Context: an optimization exercise on an open-source flow, tuned for small area. The choices shown serve that exercise and are no tape-out recipe.
In this exercise RTL edits were held to simulation tests only and were not proved equivalent to the original.

==> v9 <==
## fir_filt
module fir_filt
#(
	parameter sig_width = 12,
	parameter reg_width = 32,
	parameter coef_width = 24,
	parameter coef_count = 8,
	localparam coef_id_w = $clog2(coef_count),
	parameter max_shift = 32,
	localparam max_shift_w = $clog2(max_shift)
)
(
	input rst,
	input flush,
	input clk,
	input [coef_id_w-1:0] addr,
	input [coef_width-1:0] coef,
	input coef_ready,
	output reg coef_done,
	output [coef_width-1:0] coef_r,
	input result_shift_ready,
	input [max_shift_w-1:0] result_shift_i,
	output reg result_shift_done,
	output reg [max_shift_w-1:0] result_shift,
	input conv_done,
	input [sig_width-1:0] adc_in_a,
	input [sig_width-1:0] adc_in_b,
	output [sig_width-1:0] filt_out_a,
	output [sig_width-1:0] filt_out_b,
	output reg filt_done
);
	integer i;
	reg cc_r;
	always @(posedge clk) cc_r <= conv_done;
	wire take = conv_done & ~cc_r & ~flush & ~rst;	 
	wire clr = rst | flush;
	reg [coef_width-1:0] coeffs [0:coef_count-1];
	wire [coef_width-1:0] wdata = rst ? 0 : coef;
	always @(posedge clk) begin
		for (i = 0; i < coef_count; i = i + 1)
			if (rst | (coef_ready & (addr == i)))
				coeffs[i] <= (i == 0) ? {wdata[coef_width-1:1], wdata[0] | rst} : wdata;
		coef_done <= ~rst & coef_ready;
	end
	reg [coef_count-1:0] addr_oh;
	always @(posedge clk)
		for (i = 0; i < coef_count; i = i + 1)
			addr_oh[i] <= (addr == i);
	reg [coef_width-1:0] coef_rd;
	always @(*) begin
		coef_rd = 0;
		for (i = 0; i < coef_count; i = i + 1)
			coef_rd = coef_rd | ({coef_width{addr_oh[i]}} & coeffs[i]);
	end
	assign coef_r = coef_rd;
	always @(posedge clk) begin
		if (rst | result_shift_ready)
			result_shift <= rst ? 0 : result_shift_i;
  ...
==> flow/config.mk <==
export PLATFORM = sky130hd
export DESIGN_NAME = fir_filt
export DESIGN_NICKNAME = fir_filt
export VERILOG_FILES = /design/flow/design.v
export SDC_FILE = /design/flow/constraint.sdc
export NUM_CORES = 4
export LEC_CHECK = 0
export ABC_AREA = 1
export CAP_MARGIN = 20
export CORE_MARGIN = 2
export CORE_UTILIZATION = 62
export CTS_CLUSTER_DIAMETER = 80
export CTS_CLUSTER_SIZE = 20
export SLEW_MARGIN = 20
==> flow/constraint.sdc <==
create_clock -name core_clock -period 10.0 [get_ports {clk}]
set_input_delay 2.0000 -clock core_clock [delete_from_list [all_inputs] [get_ports {clk}]]
set_output_delay 2.0000 -clock core_clock [all_outputs]
set_load 0.01 [all_outputs]
standard.sh (not shown) runs the stock make flow with config.mk's settings and CLKGATE_MAP_FILE= SYNTH_SCRIPT=/design/flow/synth_recipe.tcl, a recipe that flattens the netlist after the stock synthesis.
==> flow/flow/run.sh <==
#!/bin/bash
# The standard synthesis, then polarity.py drops inverters from its netlist
# (full adders and gates with a complemented twin change polarity), then the
# standard layout of that netlist.
set -euo pipefail
R=orfs/results/${FLOW_PLATFORM}/fir_filt/base
LIB=${FLOW_HOME}/platforms/${FLOW_PLATFORM}/lib/sky130_fd_sc_hd__tt_025C_1v80.lib
bash standard.sh synth > synth.log 2>&1
cp $R/1_2_yosys.v $R/1_2_yosys.standard.v
python3 flow/polarity.py $LIB $R/1_2_yosys.standard.v $R/1_2_yosys.v > polarity.log 2>&1
rm -f $R/1_synth.odb $R/1_synth.sdc
bash standard.sh "BUFFER_PORTS_ARGS=-buffer_cell sky130_fd_sc_hd__buf_1" finish > layout.log 2>&1
Other scripts of this flow, unchanged in this note and not shown: flow/flow/polarity.py
==> v29: changes against v9 <==
--- a/flow/flow/run.sh
+++ b/flow/flow/run.sh
@@ -10,3 +10,3 @@
 python3 flow/polarity.py $LIB $R/1_2_yosys.standard.v $R/1_2_yosys.v > polarity.log 2>&1
 rm -f $R/1_synth.odb $R/1_synth.sdc
-bash standard.sh "BUFFER_PORTS_ARGS=-buffer_cell sky130_fd_sc_hd__buf_1" finish > layout.log 2>&1
+bash standard.sh "BUFFER_PORTS_ARGS=-buffer_cell sky130_fd_sc_hd__buf_2" finish > layout.log 2>&1
Settings changed: ABC_AREA 1 to unset, CAP_MARGIN 20 to 5, CORE_UTILIZATION 62 to 55, CTS_CLUSTER_DIAMETER 80 to unset, CTS_CLUSTER_SIZE 20 to unset, SLEW_MARGIN 20 to 5.
==> metrics.cfg <==
[outcome]
outcome = timing/DRC/antenna clean

[floorplan]
rows = 86

[setup_path]
crit_fanout = 14

[route]
totalWireLength_mm = 110

[final_layout]
clock_area_share_pct = 2.77
layout.nets = 4434
sh_seq_area_pct = 31.3

[place]
dp_hpwl_mm = 82.1

[timing]
slew_headroom_pct = 33.3
worst_pin_slew_ns = 0.999

[synth]
synth_area_um2 = 34400

[clocking]
insertion_delay_ns = 0.60

the above is filed under v9

==> metrics.cfg <==
[route]
drtPass1Iterations = 6
totalWireLength_mm = 118

[place]
dp_hpwl_mm = 87.3

[timing]
worst_pin_slew_ns = 0.968

[synth]
synth_area_um2 = 34800

[clocking]
insertion_delay_ns = 0.63

[final_layout]
final_cell_mix = 494 x fa_1, 429 x nor2_1, 300 x nand2_1
syn_to_final_growth_pct = 14.5
layout.nets = 4113
clock_area_share_pct = 4.16
multi_input_area_share_pct = 55.6
sh_seq_area_pct = 29.5
top_area_cell_class = multi-input gates

[setup_path]
crit_chain = buf_4 > buf_4 > a22oi_1 > and4_4 > nor2_1 > fa_1 > fa_1 > fa_1 > fa_1 > fa_1 > ha_1 > a21o_1 > a21o_1 > a221o_1 > buf_4 > and2_1 > a211o_1 > inv_1 > a21oi_1 > and2_1 > or4_1 > o21a_1 > a22oi_1 > buf_2
crit_fanout = 13

[outcome]
outcome = timing/DRC/antenna clean

[floorplan]
rows = 92

the above is filed under v29

[what the ideal ports hide]
Ports are ideal in the flow. The routed layouts listed here were re-timed in OpenROAD. Step 1: set_driving_cell puts a clkbuf_16 on clk and a buf_2 on each other input, an assumption about the parent block. Step 2 times the ports against the registers' clock, not the clock port: input delays grow and output delays shrink by t, the midpoint of the rising clock arrivals with the driver on. a / b / c = ideal ports / drivers / drivers and shift; a / b = the first two.
| run | t, ns | setup slack, ns | clock arrival spread, ns |
|---|---|---|---|
| v9 | 0.649 | 0.381 / 0.318 / 0.967 | 0.034 / 0.033 |
| v29 | 0.680 | 0.216 / 0.150 / 0.831 | 0.037 / 0.037 |
After both steps every run listed still meets setup and hold.
